From an optimization exercise on the open Yosys and OpenROAD flow, aimed at small area; shortcuts taken in it are not production practice. In this exercise RTL edits were held to simulation tests only and were not proved equivalent to the original. No activity file was given, so power comes from the tool's default toggle rates.

<file path="flow/flow/abc_wrap.tcl">
# Route ORFS's abc call through an area-oriented script: keep the liberty and
# dont_use arguments, drop the speed constraints.
proc abc {args} {
  set keep {}
  for {set i 0} {$i < [llength $args]} {incr i} {
    set a [lindex $args $i]
    if {$a eq "-liberty" || $a eq "-dont_use"} {
      lappend keep $a [lindex $args [expr {$i + 1}]]
      incr i
    } elseif {$a eq "-script" || $a eq "-constr" || $a eq "-D"} {
      incr i
    } else {
      lappend keep $a
    }
  }
  yosys abc -script $::env(OWN_ABC_SCRIPT) {*}$keep
}
</file>
<file path="flow/flow/area.abc">
strash
&get -n
&deepsyn -T 60
&put
dch -f
amap
strash
&get -n
&deepsyn -T 60
&put
dch -f
amap
</file>
<file path="flow/standard.sh">
#!/bin/bash
# synth_recipe.tcl (not shown) runs the flow's synth.tcl, then flattens the netlist and writes it again
# the make line also repeats each setting of config.mk as NAME=value (left out here)
make -C /OpenROAD-flow-scripts/flow DESIGN_CONFIG=/design/flow/config.mk WORK_HOME=/design/flow/orfs CLKGATE_MAP_FILE= SYNTH_SCRIPT=/design/flow/synth_recipe.tcl "${@:-finish}"
</file>
<file path="flow/flow/run.sh">
#!/bin/bash
# Layout flow: the standard ORFS flow, with
#  - synthesis: ORFS's own script (same register names), but without the
#    half/full-adder extraction and with an area-oriented ABC script
#  - port buffers of the smallest buffer cell
#  - a clock tree without dummy loads
# Each tool's full output goes to a log file in the work folder.
set -euo pipefail
W=$(pwd)
F=$W/flow
# synthesis script: the reference script, with abc calls redirected to flow/area.abc
{
  echo 'proc synth {args} { yosys synth -nofsm -noshare {*}$args }'
  cat "$F/abc_wrap.tcl"
  sed -n '2,$p' "$W/synth_recipe.tcl"
} > "$W/own_synth.tcl"
export OWN_ABC_SCRIPT="$F/area.abc"
bash "$W/standard.sh" SYNTH_SCRIPT="$W/own_synth.tcl" ADDER_MAP_FILE= \
  "BUFFER_PORTS_ARGS=-buffer_cell sky130_fd_sc_hd__buf_1" \
  "CTS_ARGS=-sink_clustering_enable -repair_clock_nets -dont_use_dummy_load -buf_list {sky130_fd_sc_hd__clkbuf_4} -root_buf sky130_fd_sc_hd__clkbuf_4" \
  finish > "$W/own_flow_make.log" 2>&1
</file>
<file path="flow/config.mk">
export PLATFORM = sky130hd
export DESIGN_NAME = metro
export DESIGN_NICKNAME = metro
export VERILOG_FILES = /design/flow/design.v
export SDC_FILE = /design/flow/constraint.sdc
export NUM_CORES = 4
export LEC_CHECK = 0
export ABC_AREA = 1
export CAP_MARGIN = 20
export CORE_MARGIN = 2
export CORE_UTILIZATION = 45
export SLEW_MARGIN = 20
</file>
<file path="flow/design.v">
`timescale 1ns / 1ps
module metro(
input clk,
input rst,
input sw1,
input sw2,
input sw3,
input sw4,
input sw5,
input sw6,
input swyon1,
input swyon2,
output AB1,
output AB2,
output AB3,
output AB4,
output AB5,
output AB6,
output CD1,
output CD2,
output CD3,
output CD4,
output CD5,
output CD6,
output CD7,
output CD8,
output CD9,
output CD10,
output [6:0] seg,
output [3:0] an
    );
reg [4:0] q;
reg [6:0] h;
wire tick2 = q[4] & ~q[3];
wire tick1 = ~q[4] & q[3] & (h == 7'd50);
always @(posedge clk) begin
    if (rst) begin
        q <= 5'b01111;
        h <= 7'd0;
    end else begin
        q <= {q[3:0], ~q[4]};
        if (tick2) h <= (h[6] & h[5] & h[1] & h[0]) ? 7'd0 : h + 7'd1;
    end
end
wire [1:0] count = h[1:0];
reg [1:0] sc;
reg [2:0] s3;
wire init = s3[2] & s3[0];
always @(posedge clk) begin
    if (rst) begin
        sc <= 2'd0;
        s3 <= 3'd5;
    end else if (tick1) begin
        sc <= sc + 2'd1;
        s3 <= s3[2] ? {2'b00, s3[0]} : s3 + 3'd1;
    end
end
wire step = tick1 & s3[2] & ~s3[0];
reg [1:0] ph;
reg [2:0] sg;
reg [2:0] wt;       
reg yonel;
wire none = ~ph[1] & ph[0];
wire at = ~ph[1] & ~ph[0];
wire anysw = swyon1 | swyon2;
wire [5:0] r = {sw6, sw5 & anysw, sw4 & anysw, sw3 & anysw, sw2 & anysw, sw1};
wire [5:0] sgd = {sg[2] & ~sg[1], sg[1] & ~sg[0], sg[2] & sg[0],
                  ~sg[2] & sg[1], ~sg[1] & sg[0], ~sg[2] & ~sg[0]};
wire [5:0] ab = ({6{at}} & sgd) | ({6{none}} & r);
assign {AB6, AB5, AB4, AB3, AB2, AB1} = ab;
assign {CD9, CD7, CD5, CD3, CD1} = {5{ph[1] & ~ph[0]}} & sgd[4:0];
assign {CD10, CD8, CD6, CD4, CD2} = {5{ph[1] & ph[0]}} & sgd[4:0];
wire anyab = at | (none & (|r));
reg [2:0] sel;
always @(*) begin
    if (at) sel = sg;
    else if (r[0]) sel = 3'b000;
    else if (r[1]) sel = 3'b001;
    else if (r[2]) sel = 3'b011;
    else if (r[3]) sel = 3'b111;
    else if (r[4]) sel = 3'b110;
    else sel = 3'b100;
end
wire sel1 = ~sel[2] & ~sel[0];    
wire sel6 = sel[2] & ~sel[1];     
wire yon = yonel & (sw6 | (~swyon1 & ~sw1));
wire wdone = wt[2] & ~wt[1];
always @(posedge clk) begin
    if (rst) begin
        ph <= 2'b01;
        sg <= 3'b000;
        wt <= 3'b000;
        yonel <= 1'b1;
    end else if (step) begin
        if (~ph[1]) begin
            if (anyab) begin
                if (wdone) begin
                    wt <= 3'b000;
                    if (sel1) yonel <= 1'b0;
                    if (sel6) yonel <= 1'b1;
                    if (sel1 | (~yon & ~sel6)) begin
                        ph <= 2'b10; sg <= sel;                         
                    end else begin
                        ph <= 2'b11; sg <= {~sel[0], sel[2], sel[1]};   
                    end
                end else
                    wt <= {wt[1], wt[0], ~wt[2]};
            end
        end else if (~ph[0]) begin
            ph <= yon ? 2'b00 : 2'b11;
        end else begin
            if (yon) ph <= 2'b10;
            else begin ph <= 2'b00; sg <= {sg[1], sg[0], ~sg[2]}; end
        end
    end
end
reg [2:0] pend;
reg [2:0] st;
reg [1:0] jj;       
always @(posedge clk) begin
    if (rst) begin
        pend <= 3'b010;
        st <= 3'b010;
        jj <= 2'd0;
    end else begin
        if (tick1) pend <= (init | ~anyab) ? 3'b010 : sel;
        if (tick2) begin
            if (pend != 3'b010) begin
                st <= pend;
                jj <= sc - count;
            end else
                jj <= jj - 2'd1;
        end
    end
end
segmento HH(.st(st), .j(jj), .disp(seg));
reg anf;
always @(posedge clk) begin
    if (rst) anf <= 1'b0;
    else if (tick2) anf <= anyab;
end
assign an = anf ? ~(4'b0001 << count) : 4'b1111;
endmodule
`timescale 1ns / 1ps
module segmento(
input [2:0] st,
input [1:0] j,
output reg [6:0] disp
    );
always @(*) begin
case ({st, j})
5'd0: disp = 7'b0111111;
5'd1: disp = 7'b0000111;
5'd2: disp = 7'b0101011;
5'd3: disp = 7'b0101011;
5'd4: disp = 7'b0111111;
5'd5: disp = 7'b0001101;
5'd6: disp = 7'b0100001;
5'd7: disp = 7'b0000011;
5'd8: disp = 7'b0111111;
5'd9: disp = 7'b0111111;
5'd10: disp = 7'b0111111;
5'd11: disp = 7'b0111111;
5'd12: disp = 7'b0111111;
5'd13: disp = 7'b0010000;
5'd14: disp = 7'b0001100;
5'd15: disp = 7'b1100001;
5'd16: disp = 7'b0111111;
5'd17: disp = 7'b0001000;
5'd18: disp = 7'b0000011;
5'd19: disp = 7'b0111111;
5'd20: disp = 7'b0111111;
5'd21: disp = 7'b0111111;
5'd22: disp = 7'b0111111;
5'd23: disp = 7'b0111111;
5'd24: disp = 7'b0000011;
5'd25: disp = 7'b0001011;
5'd26: disp = 7'b1000110;
5'd27: disp = 7'b0000110;
5'd28: disp = 7'b0111111;
5'd29: disp = 7'b0010010;
5'd30: disp = 7'b0010010;
5'd31: disp = 7'b0111111;
default: disp = 7'b0111111;
endcase
end
endmodule
</file>
<file path="flow/constraint.sdc">
create_clock -name core_clock -period 10.0 [get_ports {clk}]
set_input_delay 2.0000 -clock core_clock [delete_from_list [all_inputs] [get_ports {clk}]]
set_output_delay 2.0000 -clock core_clock [all_outputs]
set_load 0.01 [all_outputs]
</file>
==> impl_metrics.csv <==
group,metric,value,unit
outcome,status,"no timing/DRC/antenna violations",
clock_tree,cts_setup_buffers,0,
logic_synthesis,yosys_register_bits,35,
flow_run,cap_violations,0,
final_layout,fin_nets,303,
timing,drv_slew,0,
final_layout,layout_common_cells,"50 x nor2_1, 36 x clkinv_1, 36 x buf_1",
timing,rsz0062_at_grt,"false",
global_route,grt_pass1_wl,6800,µm
setup_path,reg2reg_slack,6.93,ns
setup_path,reg2reg_depth,12,
logic_synthesis,syn_area,0.00175,mm²
clock_tree,clk_path_buf_depth,2,
floorplanning,pin_count,37,
setup_path,critical-path-slowest-cell,"a21oi_1",
setup_path,r2r-start,"ph[0]$_SDFFE_PP1P_",
floorplanning,coreArea,0.00369,mm²
route,first_iter_violations,93,
logic_synthesis,avgSynthCellArea,7.00,µm²
logic_synthesis,synth_nets,260,
final_layout,antennaDiodeCount,0,
timing,fin_setup_tns,0,ns
floorplanning,rows,22,
global_route,grt_max_degree,15,
logic_synthesis,ys_seq_area_share,40.0,%
timing,slew-limit-headroom,60.9,%
clock_tree,ctsHoldBuffers,0,
clock_tree,post_cts_resized,0,
setup_path,critPathArrivalTime,3.10,ns
logic_synthesis,synthArstFlopShare,0,%
setup_path,path_max_fanout,5,
route,final_antenna_net_count,0,
global_route,grt-ovfl-total,0,
logic_synthesis,ys_types,28,
route,vias_per_cell,5.23,
power,power.density,112,mW/mm²
setup_path,end_kind,"output pin",
timing,fin_worst_skew,0.0130,ns
timing,worst_pin_slew,0.587,ns
timing,maxClockFrequency,0.196,GHz
floorplanning,die_h,66.4,µm
clock_tree,clkLatencyLatePin,0.32,ns
route,routed_wl,3990,µm
logic_synthesis,syn_inst,250,
place,gp_congestion,0.802,
logic_synthesis,synth-main-ff-cell,"dfxtp_1",
clock_tree,cts-htree-levels,2,
clock_tree,path_clk_slew,0.10,ns
logic_synthesis,synth_warnings,2,
global_route,track_usage,20.0,%
clock_tree,cts_tree,"done",
logic_synthesis,synth_top_area_cell,"dfxtp_1",
final_layout,layout_commonest_cell,"nor2_1",
global_route,antenna_found_initial,0,
setup_path,crit_family,"buffers and inverters",
final_layout,syn_to_final_growth,13.3,%
setup_path,startpoint_type,"primary input",
route,wl_per_cell,11.8,µm
power,leakage,0.633,nW
timing,min_period_over_period,51.0,%
setup_path,crit_cells,8,
setup_path,crit_end,"AB1",
place,dpl.hpwl,3070,µm
route,drt_first_pass_iters,4,
floorplanning,initial_core_util,47.5,%
setup_path,path_cells,"buf_1, nor2_1, nor2_1, nor3_1, a21oi_1, clkinv_1, nor3_1, buf_1",
clock_tree,cts_root_buffer,"clkbuf_4",
timing,finalSetupViolCount,0,
hold_path,hold_path_class,"reg2reg",
clock_tree,cts_sinks,35,
timing,final_hold_viol_count,0,
final_layout,design_area,0.00198,mm²
setup_path,cp_slowest_stage_delay,0.23,ns
power,ir_drop,0.0688,mV
setup_path,path_buf_inv,3,
clock_tree,cts_made_buffers,5,
final_layout,drive_gt1_share,1.72,%
setup_path,critical_path_class,"in2out",
floorplanning,die_width,66.4,µm
place,port_buffers,36,
setup_path,crit_required,8.00,ns
logic_synthesis,synth_edf_count,0,
logic_synthesis,yosys.area.top_type_share,40.0,%
route,drcViolationCount,0,
timing,fin_hold_ws,0.406,ns
route,vias,1774,
global_route,grt_pass1_vias,1534,
timing,period_needed,5.10,ns
logic_synthesis,synth_area_leaders,"dfxtp_1 40%, nor2_1 11%, clkinv_1 7.7%, nor3_1 6.0%, o22ai_1 5.4%",
place,place_area,0.00195,mm²
setup_path,r2r-end,"sg[2]$_SDFFE_PP0P_",
floorplanning,die_area,0.00440,mm²
setup_path,crit_start,"swyon1",
-- layout make-up --
type	instances	area [µm²]
clock buffer	5	37.5
fill	403	1710
inverter	36	135
multi-input combinational	179	915
sequential	35	701
tap	48	60.1
timing repair buffer	36	135
-- synth_stat cells (2+ instances only) --
cell	instances
o21ai_0	15
nor3_1	21
nor4_1	2
a211oi_1	4
a22oi_1	2
a21oi_1	7
o22a_1	3
nand2_1	24
and3_1	4
or3_1	3
nor2_1	50
nand3_1	7
o22ai_1	15
o211ai_1	3
o21a_1	2
or2_0	5
a31oi_1	2
or4_1	2
dfxtp_1	35
clkinv_1	36
-- logic make-up after synthesis --
family / Yosys count / share of synthesized area (%)
AOI/OAI and AO/OA: 59 / 21.8
buffers and inverters: 36 / 7.72
DFF: 35 / 40.0
and+or+nand+nor: 120 / 30.5
-- worst min path at each step --
stage	start	end	slack, ns	cells past startpoint
after floorplan	q[4]$_SDFF_PP0_	q[0]$_SDFF_PP1_	0.36	1
after global placement	q[4]$_SDFF_PP0_	q[0]$_SDFF_PP1_	0.38	1
after detailed placement	q[4]$_SDFF_PP0_	q[0]$_SDFF_PP1_	0.38	1
after CTS	q[4]$_SDFF_PP0_	q[0]$_SDFF_PP1_	0.41	1
after global routing	q[4]$_SDFF_PP0_	q[0]$_SDFF_PP1_	0.43	1
final	q[4]$_SDFF_PP0_	q[0]$_SDFF_PP1_	0.41	1
-- routing by layer --
layer  vias up  part of all wire (%)  GRT usage, %
li1        960                     -             -
met1       776                    50          26.1
met2        36                    45          32.3
met3         2                   4.4          5.11
met4         0                  0.63          6.12
met5         -                     0             0
-- power breakdown --
group / internal [mW] / switching [mW]
clock network: 0.0235 / 0.0417
logic: 0.00550 / 0.0112
registers: 0.140 / 0.000507
total: 0.169 / 0.0535
-- sequential cells by signal, summed over array words and instances, names as in the netlist, 2 cells and up --
name and count:
q 5, st 3, s3 3, sg 3, h 7, pend 3
jj 2, ph 2, wt 3, sc 2
-- per-stage QoR --
| stage | utilization (%) | setup slack [ns] | instances | power, mW |
|---|---|---|---|---|
| 2_1_floorplan | - | 5.14 | 250 | 0.155 |
| 3_3_place_gp | 52.7 | 4.93 | 334 | 0.161 |
| 3_5_place_dp | 52.7 | 4.89 | 334 | 0.161 |
| 4_1_cts | 53.8 | 4.89 | 339 | 0.226 |
| 5_1_grt | 53.8 | 4.74 | 339 | 0.235 |
| 6_report | 53.8 | 4.90 | 339 | 0.223 |

==> re-timing with driven ports <==
In the flow no input, the clock included, has a driving cell. The finished layout below was timed again as built, in two steps. Step 1: set_driving_cell puts a clkbuf_16 on clk and a buf_2 on each other input, an assumption about the parent block. Step 2 moves the port delays by t, midway between the first and last clock arrival at a register: inputs arrive t later, outputs are due t later. That takes back most of the time a late clock gives input paths. a / b / c = ideal / step 1 / step 2; a / b = the first two.
t, ns: 0.342
slack for setup (ns): 4.898 / 4.875 / 4.875
pins driven straight from the clock port: 1
After both steps this run still meets setup and hold. For this run, drivers alone change the setup slack by -0.023 ns; drivers and shift together by -0.023 ns.
